Background: an optimization exercise with open tools, aiming at small area. Do not read the settings as production practice. At most, simulation tests tie the RTL to the original design; equivalence was not proved. Power figures rest on the tool's default switching activity, not on a simulated workload.

## typing_test_top
module typing_test_top(
        input wire clk,
        input wire rst,  
        input wire [3:0] rows,
        output wire [3:0] cols,
        output wire [3:0] Anode_Activate,
        output wire [6:0] LED_out,
        output wire SSD_Anode_Activate,
        output wire [6:0] SSD_LED_out
    );
export LEC_CHECK = 0
export ABC_AREA = 1
export CAP_MARGIN = 20
export CORE_MARGIN = 2
export CORE_UTILIZATION = 60
export SLEW_MARGIN = 20
create_clock -name core_clock -period 160.0 [get_ports {clk}]
standard.sh (not shown) runs the stock make flow with config.mk's settings and CLKGATE_MAP_FILE= SYNTH_SCRIPT=/design/flow/synth_recipe.tcl, a recipe that flattens the netlist after the stock synthesis.
==> flow/flow/run.sh <==
#!/bin/bash
# The standard layout (standard.sh), with two changes: the ports are buffered
# with the smallest buffer, and clock tree synthesis adds no dummy loads and
# builds its tree from clkbuf_8.
set -euo pipefail
export BUFFER_PORTS_ARGS="-buffer_cell sky130_fd_sc_hd__buf_1"
export CTS_ARGS="-sink_clustering_enable -repair_clock_nets -dont_use_dummy_load -buf_list sky130_fd_sc_hd__clkbuf_8"
bash standard.sh finish > standard.log 2>&1
Next try:
--- a/flow/design.v
+++ b/flow/design.v
@@ -231,13 +231,13 @@
     wire fits = xs[20];
     wire fits_e = fits && !lj;
     wire p5 = p[2] & p[0];
     wire p3 = !p[2] & p[1] & p[0];
     wire last = lj ? p3 : p5;
     wire m6 = p[2] && !p[0] && !ax;      
-    wire [20:0] xm = add20({4'd0, X[15:0]}, m6 ? {3'd0, X[15:0], 1'b0} : {2'd0, X[15:0], 2'b00}, 1'b0);
+    wire [20:0] xm = add20({2'd0, X[17:0]}, m6 ? {1'b0, X[17:0], 1'b0} : {X[17:0], 2'b00}, 1'b0);
     wire [19:0] xsc = {xm[18:0], 1'b0};
     wire [3:0] uh = vh;
     wire [3:0] uo = vo;
     wire [20:0] uh10_w = add20({16'd0, uo}, {16'd0, uh[2:0], 1'b0}, 1'b0);
     wire [3:0] uh10 = {uh10_w[3] ^ uh[0], uh10_w[2:0]};                   
     wire [3:0] f6 = {1'b0,
Result: Cell count went down by 3.0%; clock skew barely changes; total power came out higher by about 5%; register-to-register slack is worse by 290 ps; clock-buffer cell count is unchanged; fmax shrinks by about 0.5%; routed wire length shrinks by about 2.6%.
Only the layout flow was run in the first run of this note; the RTL was not checked for function there.

* * *

typing_test_top, a different RTL version from the one above (not shown whole).
For scale: ~1300 cells after synthesis, ~29 I/O pins, about 0.012 mm² of cells after synthesis.
==> flow/config.mk <==
export PLATFORM = sky130hd
export DESIGN_NAME = typing_test_top
export DESIGN_NICKNAME = typing_test_top
export VERILOG_FILES = /design/flow/design.v
export SDC_FILE = /design/flow/constraint.sdc
export NUM_CORES = 4
export LEC_CHECK = 0
export ABC_AREA = 0
export CAP_MARGIN = 20
export CORE_MARGIN = 2
export CORE_UTILIZATION = 75
export SLEW_MARGIN = 20
==> flow/constraint.sdc <==
create_clock -name core_clock -period 160.0 [get_ports {clk}]
set_input_delay 32.0000 -clock core_clock [delete_from_list [all_inputs] [get_ports {clk}]]
set_output_delay 32.0000 -clock core_clock [all_outputs]
set_load 0.01 [all_outputs]
Scripts as last shown in full above: flow/flow/run.sh
The baseline completed without violations.
Change:
--- a/flow/design.v
+++ b/flow/design.v
@@ -201,34 +201,27 @@
     reg [19:0] X;
     reg [3:0] vh, vo;
     reg [3:0] ch, co;        
     reg [2:0] p;             
     reg st;                  
     reg aj;                  
     reg lj;                  
     reg wjp;                 
     reg job1;
     reg lastw;
     wire ax = aj || lj;
     wire running = ax || wjp;
-    reg [3:0] a;
-    always @(*) begin
-        case (p)
-            3'd0: a = nw3;
-            3'd1: a = nw2;
-            3'd2: a = nw1;
-            3'd3: a = nw0;
-            default: a = 4'd0;
-        endcase
-    end
+    wire [1:0] ni = is_sel ? led_select : p[1:0];
+    wire [3:0] nwn = ni[1] ? (ni[0] ? nw0 : nw1) : (ni[0] ? nw2 : nw3);
+    wire [3:0] a = p[2] ? 4'd0 : nwn;
     wire st_add = !st;
     wire [15:0] dv = aj ? S : lj ? wc_inc : E;
     wire [20:0] xs = add20(X, st_add ? {16'd0, a} : {4'hF, ~dv}, !st_add && (aj || (!lj && job1)));
     wire fits = xs[20];
     wire fits_e = fits && !lj;
     wire p5 = p[2] & p[0];
     wire p3 = !p[2] & p[1] & p[0];
     wire last = lj ? p3 : p5;
     wire m6 = p[2] && !p[0] && !ax;      
     wire [20:0] xm = add20({2'd0, X[17:0]}, m6 ? {1'b0, X[17:0], 1'b0} : {X[17:0], 2'b00}, 1'b0);
     wire [19:0] xsc = {xm[18:0], 1'b0};
     wire [3:0] uh = aj ? at : vh;
@@ -370,25 +363,24 @@
                 e_one <= 4'd0;
                 e_ten <= e_ten_inc[3:0];
             end else e_one <= e_one_inc[3:0];
         end
     end
     wire one_en = !pm10 && (cdig == 2'd3);
     wire two_en = !pm10 && cdig[1];
     wire three_en = |cdig;
     wire [1:0] ls = led_select;
     wire en = (ls == 2'd0) ? one_en : (ls == 2'd1) ? two_en : (ls == 2'd2) ? three_en : 1'b1;
     wire [1:0] ci = ~ls ^ {cw_rev, cw_rev};
     wire [3:0] cwn = ci[1] ? (ci[0] ? cw[15:12] : cw[11:8]) : (ci[0] ? cw[7:4] : cw[3:0]);
-    wire [3:0] nwn = ls[1] ? (ls[0] ? nw0 : nw1) : (ls[0] ? nw2 : nw3);
     wire [3:0] rsn = ls[1] ? (ls[0] ? co : ch) : (ls[0] ? e_one : e_ten);
     wire [3:0] dsel = mode[1] ? rsn : mode[0] ? mod10(cwn) : nwn;
     wire [3:0] bcd = en ? dsel : 4'd0;
     assign Anode_Activate = en ? ~(4'b1000 >> ls) : 4'b1111;
     reg [6:0] seg;
     always @(*) begin
         case (bcd)
             4'd1: seg = 7'b1001111;
             4'd2: seg = 7'b0010010;
             4'd3: seg = 7'b0000110;
             4'd4: seg = 7'b1001100;
             4'd5: seg = 7'b0100100;
- clock power shrinks by about 2%
- via count shrinks by 0.52%
- clock skew shrinks by 0.0059 ns
- synthesized area barely changes
- flip-flop and latch count stays the same

* * *

== run 1 ==
Another version of the RTL of typing_test_top (not shown whole).
Size: about 1,600 cells after synthesis, roughly 200 flip-flops, roughly 12,000 um^2 of cells after synthesis.
==> flow/config.mk <==
export PLATFORM = sky130hd
export DESIGN_NAME = typing_test_top
export DESIGN_NICKNAME = typing_test_top
export VERILOG_FILES = /design/flow/design.v
export SDC_FILE = /design/flow/constraint.sdc
export NUM_CORES = 4
export LEC_CHECK = 0
export ABC_AREA = 1
export CAP_MARGIN = 20
export CORE_MARGIN = 2
export CORE_UTILIZATION = 60
export CTS_BUF_LIST = sky130_fd_sc_hd__clkbuf_4
export CTS_CLUSTER_DIAMETER = 50
export CTS_CLUSTER_SIZE = 8
export SLEW_MARGIN = 20
==> flow/constraint.sdc <==
create_clock -name core_clock -period 160.0 [get_ports {clk}]
set_input_delay 32.0000 -clock core_clock [delete_from_list [all_inputs] [get_ports {clk}]]
set_output_delay 32.0000 -clock core_clock [all_outputs]
set_load 0.01 [all_outputs]
==> flow/flow/run.sh <==
#!/bin/bash
# The standard layout (standard.sh), with two changes: the ports are buffered
# with the smallest buffer, and clock tree synthesis adds no dummy loads.
set -euo pipefail
export BUFFER_PORTS_ARGS="-buffer_cell sky130_fd_sc_hd__buf_1"
export CTS_ARGS="-sink_clustering_enable -repair_clock_nets -dont_use_dummy_load -buf_list sky130_fd_sc_hd__clkbuf_4 -sink_clustering_size 8 -sink_clustering_max_diameter 50"
bash standard.sh finish > standard.log 2>&1
Changes in run 2 relative to run 1:
--- a/flow/design.v
+++ b/flow/design.v
@@ -338,29 +338,37 @@
         end
         if (start) begin
             at <= 4'd10;
             ao <= 4'd0;
             acc_d1 <= 4'd0;
             acc_d2 <= 4'd0;
             cd <= 16'd0;
-            S <= 16'hFFFF;
+            S <= 16'd0;
             nz <= 1'b0;
         end else if (tpress) begin
             acc_d1 <= nd1;
             acc_d2 <= nd2;
-            S <= S_inc;
             if (correct) begin
                 cd <= cd_inc;
                 nz <= 1'b1;
             end
-            at <= nz ? 4'd0 : 4'd10;
-            ao <= 4'd0;
-        end else if (aj) begin
-            at <= un_h;
-            ao <= un_o;
+            if (nz) begin
+                at <= 4'd0;
+                ao <= 4'd0;
+            end else begin
+                at <= 4'd10;
+                ao <= 4'd0;
+                S <= S_inc;
+            end
+        end else begin
+            if (aj) begin
+                at <= un_h;
+                ao <= un_o;
+            end
+            if (aj_done) S <= S_inc;
         end
     end
     always @(posedge clk) begin
         if (start || word_done) begin
             cw <= lfsr;
             cw_rev <= start;
         end
[summary]
- Comparing run 1 and run 2, number of library cell types mapped by synthesis is higher on run 2.
- Run 1 → run 2: count of clock-net buffers in the final layout level, final area level, post-route non-filler standard cell count moved down, worst setup slack moved up, biggest fanout along the worst timing path moved down.
- Area of the mapped netlist: run 2 higher than run 1
- On number of buffers added to fix hold violations after cts, run 1 tracks run 2 almost exactly.
- Changes observed in run 2 relative to run 1: first-pass GRT wire length lower; switching power share of the total now smaller; overall power fell by 1.8%; area growth from synthesis to layout flat; core utilization roughly the same.
The RTL of run 1 was laid out without a check of its function.

* * *

typing_test_top with an RTL version that a note above also has.
Size in the first run: about 1,200 cells after synthesis, roughly 200 flip-flops, about 29 I/O pins, about 11,000 um2 of cells after synthesis.
clock: 160.0 ns
lec_check: 0
abc_area: 0
cap_margin: 20
core_margin: 2
core_utilization: 60
slew_margin: 20
==> flow/flow/run.sh <==
#!/bin/bash
# The standard layout (standard.sh), with two changes: the ports are buffered
# with the smallest buffer, and clock tree synthesis adds no dummy loads and
# builds its tree from clkbuf_8.
set -euo pipefail
export BUFFER_PORTS_ARGS="-buffer_cell sky130_fd_sc_hd__buf_1"
export CTS_ARGS="-sink_clustering_enable -repair_clock_nets -dont_use_dummy_load -buf_list sky130_fd_sc_hd__clkbuf_8"
bash standard.sh finish > standard.log 2>&1
Rerun with:
--- a/flow/design.v
+++ b/flow/design.v
@@ -169,21 +169,21 @@
     always @(*) begin
         if (at[3] & at[1]) begin                 
             nd1 = 4'd10;
             nd2 = 4'd10;
         end else begin
             nd2 = ao;
             if (at == 4'd0 && o_lt) nd1 = le6 ? 4'd9 : 4'd8;
             else nd1 = o_lt ? at_m[3:0] : at;
         end
     end
-    wire [15:0] wc_next = inc16c({2'd0, wc}, word_done);
+    wire [15:0] wc_inc = inc16({2'd0, wc});
     wire nz = (|wc) | ~&cdig;        
     wire e_one9 = e_one[3] & e_one[0];
     wire [15:0] E_next = inc16c(E, tick);
     wire [15:0] e_one_next = inc16c({12'd0, e_one}, tick);
     wire [15:0] e_ten_next = inc16c({12'd0, e_ten}, tick && e_one9);
     wire [15:0] S_next = inc16c(S, tpress);
     always @(posedge clk) begin
         if (rst) begin
             mode <= 2'd0;
             pm10 <= 1'b0;
@@ -219,29 +219,29 @@
     reg lj;                  
     reg wjp;                 
     reg job1;
     reg lastw;
     wire ax = aj || lj;
     wire running = ax || wjp;
     wire [1:0] ni = is_sel ? led_select : p[1:0];
     wire [3:0] nwn = ni[1] ? (ni[0] ? nw0 : nw1) : (ni[0] ? nw2 : nw3);
     wire [3:0] a = p[2] ? 4'd0 : nwn;
     wire st_add = !st;
-    wire [15:0] dv = aj ? S : lj ? {2'd0, wc} : E;
+    wire [15:0] dv = aj ? S : lj ? wc_inc : E;
     wire [20:0] xs = add20(X, st_add ? {16'd0, a} : {4'hF, ~dv}, !st_add && (aj || (!lj && job1)));
     wire fits = xs[20];
     wire fits_e = fits && !lj;
     wire p5 = p[2] & p[0];
     wire p3 = !p[2] & p[1] & p[0];
     wire last = lj ? p3 : p5;
     wire m6 = p[2] && !p[0] && !ax;      
-    wire [20:0] xm = add20({4'd0, X[15:0]}, m6 ? {3'd0, X[15:0], 1'b0} : {2'd0, X[15:0], 2'b00}, 1'b0);
+    wire [20:0] xm = add20({2'd0, X[17:0]}, m6 ? {1'b0, X[17:0], 1'b0} : {X[17:0], 2'b00}, 1'b0);
     wire [19:0] xsc = {xm[18:0], 1'b0};
     wire [3:0] uh = vh;
     wire [3:0] uo = vo;
     wire [20:0] uh10_w = add20({16'd0, uo}, {16'd0, uh[2:0], 1'b0}, 1'b0);
     wire [3:0] uh10 = {uh10_w[3] ^ uh[0], uh10_w[2:0]};                   
     wire [3:0] f6 = {1'b0,
                      uo[3] | (uo[2] & uo[1] & uo[0]),
                      ~uo[3] & uo[2] & ~(uo[1] & uo[0]),
                      (~uo[3] & ~uo[2] & uo[1]) | (uo[2] & (uo[1] ^ uo[0])) | (uo[3] & uo[0])};
     wire [3:0] g6 = uo[0] ? {~uo[3] & ~uo[2] & uo[1], ~uo[2] & ~uo[1],
@@ -294,21 +294,21 @@
                 wjp <= 1'b1;     
             end else if (tick) begin
                 if (wjp) job1 <= 1'b1;
                 else begin
                     ch <= vh;
                     co <= vo;
                     wjp <= 1'b1;
                 end
             end
         end
-        if (lj_done) lastw <= !fits || ~|xs[19:0];     
+        if (lj_done) lastw <= !fits;
         if (init_aj) begin
             X <= {4'd0, wc, ~cdig};
             p <= 3'd3;
             st <= 1'b1;
         end else if (init_lj || init_wj) begin
             X <= 20'd0;
             p <= 3'd0;
             st <= 1'b0;
         end else begin
             X <= (!st || fits_e) ? xs[19:0] : xsc;
@@ -328,29 +328,30 @@
             else if (lj_done) lj <= 1'b0;
         end
         if (init_wj || init_aj) begin
             vh <= 4'd0;
             vo <= 4'd0;
         end else if (running && !lj) begin
             vh <= un_h;
             vo <= un_o;
         end
         S <= start ? 16'hFFFF : S_next;
-        wc <= start ? 14'd0 : wc_next[13:0];
         if (start) begin
             at <= 4'd10;
             ao <= 4'd0;
             acc_d1 <= 4'd0;
             acc_d2 <= 4'd0;
+            wc <= 14'd0;
         end else if (tpress) begin
             acc_d1 <= nd1;
             acc_d2 <= nd2;
+            if (correct && cdig == 2'd0) wc <= wc_inc[13:0];
             if (!nz) begin
                 at <= 4'd10;
                 ao <= 4'd0;
             end
         end else if (aj_done) begin
             at <= vh;
             ao <= vo;
         end
     end
     always @(posedge clk) begin
The changed run completed with no timing, DRC or antenna violations.
Routed wire length climbs slightly.
Via count climbs by a few percent.
Synthesized cell count rose by a few percent.
Utilization is lower by 0.64 points.
Flip-flop and latch count is unchanged.
Die area rises by a few percent.
Combinational power shrinks by well over a third.
Design area grows slightly.
Only the layout flow was run in the first run of this note; the RTL was not checked for function there.

-- port drivers added, routing unchanged --
In the flow no input, the clock included, has a driving cell. The finished layouts below were timed again as built, in two steps. Step 1 assumes that a clkbuf_16 drives the clock port and a buf_2 every other input. Step 2 adds t to the input delays and takes it off the output delays; t is the mean of the earliest and latest rising clock arrival at the registers after step 1. Input paths then give back, and output paths get back, about the clock's delay inside the block. a / b / c = no drivers / after step 1 / after step 2; a / b = the first two.
run	shift t [ns]	slack for setup (ns)	worst setup path at the end	clock arrival spread, ns	worst register clock-pin slew, ns
the first run of note 1	0.500	124.667 / 124.623 / 125.123	register to output	0.046 / 0.047	0.12 / 0.12
the second run of note 1	0.500	124.488 / 124.444 / 124.945	register to output	0.044 / 0.045	0.11 / 0.11
the first run of note 2	0.512	124.232 / 124.190 / 124.702	register to output	0.041 / 0.041	0.11 / 0.11
the second run of note 2	0.506	124.120 / 124.081 / 124.587	register to output	0.035 / 0.035	0.11 / 0.11
run 1	0.722	123.801 / 123.759 / 124.481	register to output	0.067 / 0.067	0.10 / 0.10
run 2	0.696	124.179 / 124.141 / 124.837	register to output	0.104 / 0.104	0.10 / 0.10
the first run of note 4	0.495	124.122 / 124.083 / 124.579	register to output	0.038 / 0.037	0.11 / 0.11
the second run of note 4	0.493	124.005 / 123.963 / 124.456	register to output	0.039 / 0.038	0.11 / 0.11
After both steps setup and hold are still met in every run listed.
